This is an optimization exercise on Yosys and OpenROAD, whose aim is small area and a short achievable clock period, not a production implementation. Where RTL was checked, it was by simulation tests only, not by an equivalence proof against the original. Power and IR drop assume default switching activity.

==> flow/design.v (excerpt) <==
module SyncFP32Adder2(
    input wire [31:0] a,
    input wire [31:0] b,
    output wire [31:0] S,
    output wire Overflow,
    input wire clk,
    input wire rst
);
export LEC_CHECK = 0
export ABC_AREA = 1
export CAP_MARGIN = 20
export CORE_MARGIN = 2
export CORE_UTILIZATION = 55
export GPL_ROUTABILITY_DRIVEN = 0
export PLACE_DENSITY = 0.8
export SLEW_MARGIN = 20
create_clock -name core_clock -period 9.5 [get_ports {clk}]
standard.sh (not shown) runs the stock make flow with config.mk's settings and CLKGATE_MAP_FILE= SYNTH_SCRIPT=/design/flow/synth_recipe.tcl, a recipe that flattens the netlist after the stock synthesis.
==> flow/flow/run.sh <==
#!/bin/bash
set -euo pipefail
export BUFFER_PORTS_ARGS="-buffer_cell sky130_fd_sc_hd__buf_1"
export SETUP_SLACK_MARGIN=5.2
export CTS_ARGS="-sink_clustering_enable -repair_clock_nets -buf_list sky130_fd_sc_hd__clkbuf_8 -dont_use_dummy_load"
bash standard.sh > make.log 2>&1
The baseline completed with no timing, DRC or antenna violations.
Rerun with:
==> flow/flow/run.sh (replaced) <==
#!/bin/bash
set -euo pipefail
export BUFFER_PORTS_ARGS="-buffer_cell sky130_fd_sc_hd__buf_1"
bash standard.sh > make.log 2>&1
- CTS_BUF_LIST: default -> sky130_fd_sc_hd__clkbuf_8
- GPL_ROUTABILITY_DRIVEN: 0 -> default
- SETUP_SLACK_MARGIN: default -> 5
After rerunning: Worst setup slack degrades by 0.16 ns. Power goes down by 0.47%. Area after synthesis is unchanged. Sequential power is about the same. Cell area goes down by 1.9%.
Rerun with:
==> flow/flow/run.sh (replaced) <==
#!/bin/bash
set -euo pipefail
export BUFFER_PORTS_ARGS="-buffer_cell sky130_fd_sc_hd__buf_1"
export SETUP_SLACK_MARGIN=5.4
export CTS_ARGS="-sink_clustering_enable -repair_clock_nets -buf_list sky130_fd_sc_hd__clkbuf_8 -dont_use_dummy_load"
export SKIP_GATE_CLONING=1

bash standard.sh > make.log 2>&1
- CTS_BUF_LIST: sky130_fd_sc_hd__clkbuf_8 -> default
- SETUP_SLACK_MARGIN: 5 -> default
Effect: Sequential cell count is unchanged; cell area rises by a few percent; first-iteration DRC count came out higher by roughly a tenth; global-route usage came out higher by 0.88 points; sequential share of layout area falls by 1.4 points; area after synthesis does not change; utilization climbs by 4.3 points; sequential power stays flat.


## build 58
SyncFP32Adder2, a different RTL version from the one above (not shown whole).
Size: about 98 flip-flops, roughly 0.0088 sq mm of cells after synthesis.
clock: 9.5 ns
lec_check: 0
abc_area: 1
cap_margin: 20
core_margin: 2
core_utilization: 40
setup_slack_margin: 5
slew_margin: 20
run.sh (not shown) runs the stock make flow with config.mk's settings and CLKGATE_MAP_FILE= SYNTH_SCRIPT=/design/flow/synth_recipe.tcl, a recipe that flattens the netlist after the stock synthesis.
Stock flow here: none of the scripts above is used.
Build 58 reached the end of the flow, and the finished layout is clean on the timing, DRC and antenna checks.
Edits applied to the flow inputs when going from build 58 to build 87:
Settings: SETUP_SLACK_MARGIN now 4, was 5; CORE_UTILIZATION now 60, was 40.
## What came out
Diff build 58 -> build 87 | cell area | decrease of 16%. Build 87: arrival time reported for the critical path endpoint is 0.65 ns higher than what build 58 reported. Total area of sequential cells shrinks slightly when moving from build 58 to build 87. Build 58 ended up with dfrtp_2 as its cell with the largest stage delay on the worst path; build 87 ended up with clkdlybuf4s50_1. Cmp build 87 vs build 58: final critical-path required period higher in build 87. Build 58 → build 87: number of nets at the end of the flow lower, number of design-rule violations left by the first detailed-router iteration went down by about 4.6%, final critical-path share of the clock period went up, number of cell rows lost 19%. When build 87 is measured against build 58, its worst path setup slack after routing turns out 0.58 ns lower. Row register-to-register slack: build 87 lower / build 58 higher. Build 87: post-place instance area 110 sq um below build 58.
The inputs of build 74 differ from those of build 87 as listed below.
Settings: CORE_UTILIZATION now 40, was 60.
==> comparison <==
- Across build 87 and build 74, none had a timing, DRC or antenna violation.
- On build 74: hold slack is 0.068 ns lower than what build 87 gave.
- Looking only at final critical-path share of the clock period, and setting everything else aside, the higher value of build 87 and build 74 goes to build 87.
- Compared with build 87, build 74 ends up with more cell area.
- Between build 87 and build 74, count of cell instances traversed by the critical path is lower for build 87, build 74 comes in above that.
- First-iteration detailed-routing DRC count: build 74 better than build 87
No functional check of the RTL was part of any run of this note.


run A:
Another version of the RTL of SyncFP32Adder2 (not shown whole).
Size: roughly 99 I/O pins.
clock: 9.5 ns
lec_check: 0
abc_area: 1
cap_margin: 20
core_margin: 2
core_utilization: 55
cts_buf_list: sky130_fd_sc_hd__clkbuf_8
place_density: 0.8
setup_slack_margin: 5
slew_margin: 20
standard.sh (not shown) runs the stock make flow with config.mk's settings and CLKGATE_MAP_FILE= SYNTH_SCRIPT=/design/flow/synth_recipe.tcl, a recipe that flattens the netlist after the stock synthesis.
==> flow/flow/run.sh <==
#!/bin/bash
set -euo pipefail
export BUFFER_PORTS_ARGS="-buffer_cell sky130_fd_sc_hd__buf_1"
export ADDER_MAP_FILE=
bash standard.sh > make.log 2>&1
--- input diff run A..run B ---
==> flow/flow/run.sh <==
#!/bin/bash
set -euo pipefail
export BUFFER_PORTS_ARGS="-buffer_cell sky130_fd_sc_hd__buf_1"
export RECOVER_POWER=100
bash standard.sh > make.log 2>&1
## What came out
- Although it ran to completion, run B produced a layout that fails the final checks because of max-capacitance violations, max-slew violations.
- Capture point of the worst path: S[30] -> run A, t_man_q[13]$_SDFF_PP0_ -> run B
- Re multi-input logic portion of the cell area: run A and run B aren't equal, and the lower value belongs to run A.
- Taking run A as 1.0, run B lands at 0.895 on number of multi-input combinational cells.
- Compare run A and run B | wire length of the first global-routing pass higher: run A
- Of run A and run B, run A shows the higher total power, with run B below it.
- dfstp_2 as the slowest library cell on the worst path was reported by run A, and clkbuf_1 by run B.
## Diff of input files: run C against run B
==> flow/flow/run.sh <==
#!/bin/bash
set -euo pipefail
export BUFFER_PORTS_ARGS="-buffer_cell sky130_fd_sc_hd__buf_1"
bash standard.sh > make.log 2>&1
-- flow/config.mk --
<<< run B, line 12
export CTS_BUF_LIST = sky130_fd_sc_hd__clkbuf_8
export PLACE_DENSITY = 0.8
export SETUP_SLACK_MARGIN = 5
export SLEW_MARGIN = 20
>>> run C, line 12
export CTS_BUF_LIST = sky130_fd_sc_hd__clkbuf_8
export PLACE_DENSITY = 0.8
export SLEW_MARGIN = 20
Notes after the runs:
Compared with run B, in run C non-clock buffer instance count of the final layout fell by about 14%; design area fell by about 1.6%; routed metal-1 wire length fell by 3.2%.
Pin slew with the least headroom to its limit, run C and run B: smaller value in run C
Changes observed in run C relative to run B: sequential share of layout area went up by 0.25 points; power attributed to the clock group was more or less identical; worst hold slack was more or less identical; core utilization went down by 0.97 points; wire length went down by 5.5%.
Diff run B -> run C | global-route wire length before repair | decrease of about 3%
Status for run C and run B: clean finish in run C only
Run B completed end to end; final checks failed (max-capacitance violations, max-slew violations).
Going from run B to run C, the part of the cycle the worst path needs was found to have gone down by 8.6 points.
Setup changes, run C to run D
==> flow/flow/run.sh <==
#!/bin/bash
set -euo pipefail
export BUFFER_PORTS_ARGS="-buffer_cell sky130_fd_sc_hd__buf_1"
export SETUP_SLACK_MARGIN=5.1
bash standard.sh > make.log 2>&1
[summary]
Run D reached the end of the flow, and the finished layout is clean on the timing, DRC and antenna checks. Total area of sequential cells: run D and run C compared, higher one is run D. [compare] base=run C new=run D: largest fanout on the critical path shrank by 25; clock network power consumption comparable; share of power burned in combinational logic rose by 2.1 points. Run D -> run C: number of clock buffer instances in the layout delta 0, exact match. [compare] base=run C new=run D: power consumed by sequential cells fell about 2%; number of vias after detailed routing went up by 3.1%; smallest hold slack held.


SyncFP32Adder2, a different RTL version from the one above (not shown whole).
For scale: roughly 1,200 cells after synthesis, ~90 flip-flops, ~99 I/O pins, about 9900 sq um of cells after synthesis.
==> flow/config.mk <==
export PLATFORM = sky130hd
export DESIGN_NAME = SyncFP32Adder2
export DESIGN_NICKNAME = SyncFP32Adder2
export VERILOG_FILES = /design/flow/design.v
export SDC_FILE = /design/flow/constraint.sdc
export NUM_CORES = 8
export LEC_CHECK = 0
export CAP_MARGIN = 20
export CORE_MARGIN = 2
export CORE_UTILIZATION = 40
export SLEW_MARGIN = 20
==> flow/constraint.sdc <==
create_clock -name core_clock -period 9.5 [get_ports {clk}]
set_input_delay 1.9000 -clock core_clock [delete_from_list [all_inputs] [get_ports {clk}]]
set_output_delay 1.9000 -clock core_clock [all_outputs]
set_load 0.01 [all_outputs]
run.sh (not shown) runs the stock make flow with config.mk's settings and CLKGATE_MAP_FILE= SYNTH_SCRIPT=/design/flow/synth_recipe.tcl, a recipe that flattens the netlist after the stock synthesis.
Stock flow here: none of the scripts above is used.
Edit:
- ABC_AREA: default -> 1
- SETUP_SLACK_MARGIN: default -> 3
Clock skew shrinks by 0.0064 ns. Worst setup slack gets better by 1.1 ns. Utilization grows by 6.7 points. Power grows by a little under a tenth. Routed wire length shrinks by roughly a tenth.
No run of this note included a check of the RTL's function; only the layout flow was run.


The RTL this note starts from:
==> flow/design.v <==
module FP32Adder2_align(
    input  wire [31:0] a,
    input  wire [31:0] b,
    output wire        l_sign,
    output wire [7:0]  l_exp1,    
    output wire        l_hid,     
    output wire [22:0] l_man,
    output wire        sub,
    output wire [23:0] t_man,     
    output wire [1:0]  t_sh,      
    output wire        t_far      
);
    assign sub = a[31] ^ b[31];
    wire [7:0] ea = a[30:23];
    wire [7:0] eb = b[30:23];
    wire [7:0] y;
    wire       c;
    sub8 ed(.x(ea), .y(eb), .d(y), .gt(c));
    wire [7:0] s  = y ^ {8{~c}};
    wire       ha = |ea;
    wire       hb = |eb;
    wire [23:0] ta = {ha, a[22:0]};
    wire [23:0] tb = {hb, b[22:0]};
    wire [23:0] t  = c ? {1'b0, tb[23:1]} : ta;
    assign t_man  = t >> {s[4:2], 2'b00};
    assign t_sh   = s[1:0];
    assign t_far  = |s[7:5];
    wire [7:0] el = c ? ea : eb;
    assign l_exp1 = el + 8'd1;
    assign l_hid  = c ? ha : hb;
    assign l_sign = c ? a[31] : b[31];
    assign l_man  = c ? a[22:0] : b[22:0];
endmodule
module sub8(
    input  wire [7:0] x,
    input  wire [7:0] y,
    output wire [7:0] d,
    output wire       gt
);
    wire [7:0] p = x ^ ~y;
    wire [7:0] g = x & ~y;
    wire [7:0] gl [0:3];
    wire [7:0] pl [0:3];
    assign gl[0] = g;
    assign pl[0] = p;
    genvar l, i;
    generate
        for (l = 0; l < 3; l = l + 1) begin : lv
            for (i = 0; i < 8; i = i + 1) begin : bt
                if ((i >> l) & 1) begin : m
                    localparam integer J = ((i >> l) << l) - 1;
                    assign gl[l+1][i] = gl[l][i] | (pl[l][i] & gl[l][J]);
                    assign pl[l+1][i] = pl[l][i] & pl[l][J];
                end else begin : t
                    assign gl[l+1][i] = gl[l][i];
                    assign pl[l+1][i] = pl[l][i];
                end
            end
        end
    endgenerate
    assign d  = p ^ {gl[3][6:0], 1'b0};
    assign gt = gl[3][7];
endmodule
module FP32Adder2(
    input  wire        l_sign,
    input  wire        l_hid,
    input  wire [22:0] l_man,
    input  wire        sub,
    input  wire [23:0] t_man,
    input  wire [1:0]  t_sh,
    input  wire        t_far,
    output wire [24:0] v,         
    output wire [4:0]  sh,        
    output wire        q,         
    output wire        sign
);
    wire [23:0] A  = {l_hid, l_man};
    wire [23:0] te = t_man >> t_sh;
    wire [23:0] B  = (t_far ? 24'd0 : te) ^ {24{sub}};
    wire [23:0] p0 = A ^ B;
    wire [23:0] g0 = A & B;
    wire [23:0] G, P;
    prefix24 pt(.g(g0), .p(p0), .G(G), .P(P));
    wire        c2  = G[23];
    wire        cin = sub & c2;
    wire        inv = sub & ~c2;
    wire [23:0] k   = {G[22:0] | (P[22:0] & {23{cin}}), cin};
    wire [23:0] r   = p0 ^ k ^ {24{inv}};
    wire        ovf = c2 & ~sub;         
    wire [31:0] x = {1'b0, r[23:12], r[11] | r[10], r[9:0], 1'b0, 7'h7f};
    wire [4:0]  lz;
    lzc32 lzc(.x(x), .n(lz), .z());
    wire [24:0] v0 = {ovf, r};
    wire [24:0] v1 = sh[4] ? {v0[8:0], 16'd0} : v0;
    assign v    = sh[3] ? {v1[16:0], 8'd0} : v1;
    assign sh   = sub ? lz : {4'd0, ~ovf};
    assign q    = sub & ~|r[23:11];
    assign sign = l_sign ^ inv;
endmodule
module FP32Adder2_norm(
    input  wire [24:0] v,
    input  wire [4:0]  sh,
    input  wire        q,
    input  wire [7:0]  l_exp1,
    input  wire        sign_in,
    output wire        sign,
    output wire [22:0] mant,
    output wire [7:0]  exp,
    output wire        ovf
);
    wire [24:0] n = v << sh[2:0];
    assign mant = {n[23] & ~q, n[22:1]};
    wire zero = sh[4] & sh[3];
    assign sign = sign_in ^ zero;
    wire [8:0] e = {l_exp1, 1'b1} + {3'b111, ~sh, ~q};
    assign exp = zero ? 8'd0 : e[8:1];
    wire [7:0] d  = l_exp1 ^ {3'd0, sh};
    wire [7:0] m;
    assign m[0] = 1'b1;
    genvar i;
    generate for (i = 1; i < 8; i = i + 1) begin : tm
        assign m[i] = &l_exp1[i-1:0];
    end endgenerate
    wire top = q ? ~|d : ~|(d ^ m);
    assign ovf = ~|l_exp1 | (~zero & top);
endmodule
module prefix24(
    input  wire [23:0] g,
    input  wire [23:0] p,
    output wire [23:0] G,
    output wire [23:0] P
);
    wire [23:0] gl [0:5];
    wire [23:0] pl [0:5];
    assign gl[0] = g;
    assign pl[0] = p;
    genvar l, i;
    generate
        for (l = 0; l < 5; l = l + 1) begin : lv
            for (i = 0; i < 24; i = i + 1) begin : bt
                if ((i >> l) & 1) begin : m
                    localparam integer J = ((i >> l) << l) - 1;
                    assign gl[l+1][i] = gl[l][i] | (pl[l][i] & gl[l][J]);
                    assign pl[l+1][i] = pl[l][i] & pl[l][J];
                end else begin : t
                    assign gl[l+1][i] = gl[l][i];
                    assign pl[l+1][i] = pl[l][i];
                end
            end
        end
    endgenerate
    assign G = gl[5];
    assign P = pl[5];
endmodule
module lzc32(
    input  wire [31:0] x,
    output wire [4:0]  n,
    output wire        z
);
    wire [15:0] a1;  wire [15:0] c1;
    wire [7:0]  a2;  wire [15:0] c2;
    wire [3:0]  a3;  wire [11:0] c3;
    wire [1:0]  a4;  wire [7:0]  c4;
    genvar i;
    generate
        for (i = 0; i < 16; i = i + 1) begin : l1
            assign a1[i] = x[2*i+1] | x[2*i];
            assign c1[i] = ~x[2*i+1];
        end
        for (i = 0; i < 8; i = i + 1) begin : l2
            assign a2[i] = a1[2*i+1] | a1[2*i];
            assign c2[2*i+1:2*i] = a1[2*i+1] ? {1'b0, c1[2*i+1]} : {1'b1, c1[2*i]};
        end
        for (i = 0; i < 4; i = i + 1) begin : l3
            assign a3[i] = a2[2*i+1] | a2[2*i];
            assign c3[3*i+2:3*i] = a2[2*i+1] ? {1'b0, c2[4*i+3:4*i+2]} : {1'b1, c2[4*i+1:4*i]};
        end
        for (i = 0; i < 2; i = i + 1) begin : l4
            assign a4[i] = a3[2*i+1] | a3[2*i];
            assign c4[4*i+3:4*i] = a3[2*i+1] ? {1'b0, c3[6*i+5:6*i+3]} : {1'b1, c3[6*i+2:6*i]};
        end
    endgenerate
    assign z = ~(a4[1] | a4[0]);
    assign n = a4[1] ? {1'b0, c4[7:4]} : {1'b1, c4[3:0]};
endmodule
module SyncFP32Adder2(
    input wire [31:0] a,
    input wire [31:0] b,
    output wire [31:0] S,
    output wire Overflow,
    input wire clk,
    input wire rst
);
    wire        l_sign_d, l_hid_d, sub_d;
    wire [7:0]  l_exp1_d;
    wire [22:0] l_man_d;
    wire [23:0] t_man_d;
    wire [1:0]  t_sh_d;
    wire        t_far_d;
    FP32Adder2_align align(
        .a(a), .b(b),
        .l_sign(l_sign_d), .l_exp1(l_exp1_d), .l_hid(l_hid_d), .l_man(l_man_d),
        .sub(sub_d), .t_man(t_man_d), .t_sh(t_sh_d), .t_far(t_far_d)
    );
    reg        l_sign_q, l_hid_q, sub_q;
    reg [7:0]  l_exp1_q;
    reg [22:0] l_man_q;
    reg [23:0] t_man_q;
    reg [1:0]  t_sh_q;
    reg        t_far_q;
    wire [24:0] v_d;
    wire [4:0]  sh_d;
    wire        q_d, sign_d;
    FP32Adder2 add(
        .l_sign(l_sign_q), .l_hid(l_hid_q), .l_man(l_man_q),
        .sub(sub_q), .t_man(t_man_q), .t_sh(t_sh_q), .t_far(t_far_q),
        .v(v_d), .sh(sh_d), .q(q_d), .sign(sign_d)
    );
    reg [24:0] v_q;
    reg [4:0]  sh_q;
    reg        q_q, sign_q;
    reg [7:0]  l_exp1_2q;
    always @(posedge clk, posedge rst) begin
        if (rst) begin
            l_sign_q  <= 1'b0;
            l_hid_q   <= 1'b0;
            sub_q     <= 1'b0;
            l_exp1_q  <= 8'd1;
            l_man_q   <= 23'd0;
            t_man_q   <= 24'd0;
            t_sh_q    <= 2'd0;
            t_far_q   <= 1'b0;
            v_q       <= 25'd0;
            sh_q      <= 5'd1;
            q_q       <= 1'b0;
            sign_q    <= 1'b0;
            l_exp1_2q <= 8'd1;
        end else begin
            l_sign_q  <= l_sign_d;
            l_hid_q   <= l_hid_d;
            sub_q     <= sub_d;
            l_exp1_q  <= l_exp1_d;
            l_man_q   <= l_man_d;
            t_man_q   <= t_man_d;
            t_sh_q    <= t_sh_d;
            t_far_q   <= t_far_d;
            v_q       <= v_d;
            sh_q      <= sh_d;
            q_q       <= q_d;
            sign_q    <= sign_d;
            l_exp1_2q <= l_exp1_q;
        end
    end
    wire [22:0] mant;
    wire [7:0]  exp;
    wire        ovf, sign;
    FP32Adder2_norm norm(
        .v(v_q), .sh(sh_q), .q(q_q), .l_exp1(l_exp1_2q), .sign_in(sign_q), .sign(sign),
        .mant(mant), .exp(exp), .ovf(ovf)
    );
    assign S = {sign, exp, mant};
    assign Overflow = ovf;
endmodule
==> flow/config.mk <==
export PLATFORM = sky130hd
export DESIGN_NAME = SyncFP32Adder2
export DESIGN_NICKNAME = SyncFP32Adder2
export VERILOG_FILES = /design/flow/design.v
export SDC_FILE = /design/flow/constraint.sdc
export NUM_CORES = 8
export LEC_CHECK = 0
export ABC_AREA = 1
export CAP_MARGIN = 20
export CORE_MARGIN = 2
export CORE_UTILIZATION = 55
export PLACE_DENSITY = 0.8
export SETUP_SLACK_MARGIN = 5
export SLEW_MARGIN = 20
==> flow/constraint.sdc <==
create_clock -name core_clock -period 9.5 [get_ports {clk}]
set_input_delay 1.9000 -clock core_clock [delete_from_list [all_inputs] [get_ports {clk}]]
set_output_delay 1.9000 -clock core_clock [all_outputs]
set_load 0.01 [all_outputs]
standard.sh (not shown) runs the stock make flow with config.mk's settings and CLKGATE_MAP_FILE= SYNTH_SCRIPT=/design/flow/synth_recipe.tcl, a recipe that flattens the netlist after the stock synthesis.
==> flow/flow/run.sh <==
#!/bin/bash
set -euo pipefail
export BUFFER_PORTS_ARGS="-buffer_cell sky130_fd_sc_hd__buf_2"
bash standard.sh > make.log 2>&1
Next try:
==> flow/flow/run.sh (replaced) <==
#!/bin/bash
set -euo pipefail
export BUFFER_PORTS_ARGS="-buffer_cell sky130_fd_sc_hd__buf_2"
export ADDER_MAP_FILE=
bash standard.sh > make.log 2>&1
Settings changed: CORE_UTILIZATION 55 to 40, PLACE_DENSITY 0.8 to default.
The new run finished with timing, DRC and antenna clean.
Wire length climbs by 12%.
Non-clock buffer count decreases by 3.
Register-to-register slack improved by 0.15 ns.
Power drops by 14%.
Worst setup slack is worse by 0.15 ns.
Synthesized cell count came out higher by 13%.
Sequential share of layout area drops by 0.19 points.
Utilization decreases by 18 points.
Sequential power fell by about 1%.
Combinational power fell by 21%.
Die area grows by 39%.
Next try:
==> flow/flow/run.sh (replaced) <==
#!/bin/bash
set -euo pipefail
export BUFFER_PORTS_ARGS="-buffer_cell sky130_fd_sc_hd__buf_2"
bash standard.sh > make.log 2>&1
Settings changed: CTS_BUF_LIST from default to sky130_fd_sc_hd__clkbuf_8.
Effect:
- via count went down by a few percent
- synthesized cell count went down by roughly a tenth
- non-clock buffer count went up by 13
Next try:
Settings changed: CTS_BUF_LIST sky130_fd_sc_hd__clkbuf_8 to default.
Register-to-register slack gets worse by 0.05 ns.
Maximum frequency came out higher slightly.
Hold slack degrades by 0.0060 ns.
Final area rose slightly.
Synthesized area stays the same.
Total power is higher by a few percent.
Via count hardly moves.
Sequential share of layout area shrinks by 0.25 points.
Sequential power barely changes.
Function was not checked in any run of this note: the RTL went through the layout flow alone.

[separate check: timing with driven ports]
No port has a modelled driver above. Below, the same layouts with a new extraction and two added sets of constraints.
Step 1: set_driving_cell puts a clkbuf_16 on clk and a buf_2 on each other input, an assumption about the parent block.
Step 2, shift: input delay + t, output delay - t, t = (earliest + latest rising clock arrival at the registers) / 2. This alone moves slack from input paths to output paths.
Slacks: ideal ports / drivers / drivers and shift; pairs: ideal ports / drivers.
| run | t (ns) | setup WS [ns] | worst setup path after step 2 | slew at the worst register clock pin (ns) | worst data-port slew with drivers (ns) |
|---|---|---|---|---|---|
| the first run of note 1 | 0.395 | 5.318 / 5.283 / 4.964 | input to register | 0.10 / 0.10 | 0.03 |
| the second run of note 1 | 0.410 | 5.159 / 5.141 / 4.763 | input to register | 0.11 / 0.11 | 0.04 |
| the third run of note 1 | 0.403 | 5.258 / 5.225 / 4.979 | input to register | 0.10 / 0.10 | 0.03 |
| build 58 | 0.385 | 4.715 / 4.715 / 4.467 | input to register | 0.07 / 0.07 | 0.05 |
| build 87 | 0.392 | 4.133 / 4.146 / 3.754 | input to register | 0.07 / 0.07 | 0.05 |
| build 74 | 0.375 | 4.170 / 4.186 / 3.811 | input to register | 0.07 / 0.07 | 0.04 |
| run A | 0.409 | 4.957 / 4.923 / 4.815 | input to register | 0.10 / 0.10 | 0.04 |
| run B | 0.423 | 3.073 / 3.083 / 2.662 | input to register | 0.10 / 0.10 | 0.03 |
| run C | 0.420 | 3.892 / 3.855 / 3.999 | input to register | 0.10 / 0.10 | 0.03 |
| run D | 0.424 | 5.116 / 5.079 / 4.771 | input to register | 0.10 / 0.10 | 0.03 |
| the first run of note 4 | 0.399 | 2.072 / 2.072 / 2.072 | register to register | 0.07 / 0.07 | 0.04 |
| the second run of note 4 | 0.396 | 3.211 / 3.211 / 3.154 | input to register | 0.07 / 0.07 | 0.04 |
| the first run of note 5 | 0.387 | 5.145 / 5.107 / 4.797 | input to register | 0.07 / 0.07 | 0.03 |
| the second run of note 5 | 0.394 | 5.000 / 4.957 / 4.829 | input to register | 0.07 / 0.07 | 0.03 |
| the third run of note 5 | 0.428 | 5.109 / 5.081 / 4.697 | input to register | 0.10 / 0.10 | 0.04 |
| the fourth run of note 5 | 0.396 | 5.138 / 5.123 / 4.765 | input to register | 0.07 / 0.07 | 0.04 |
For the third run of note 5, which loses most, drivers alone change the setup slack by -0.028 ns; drivers and shift together by -0.412 ns.
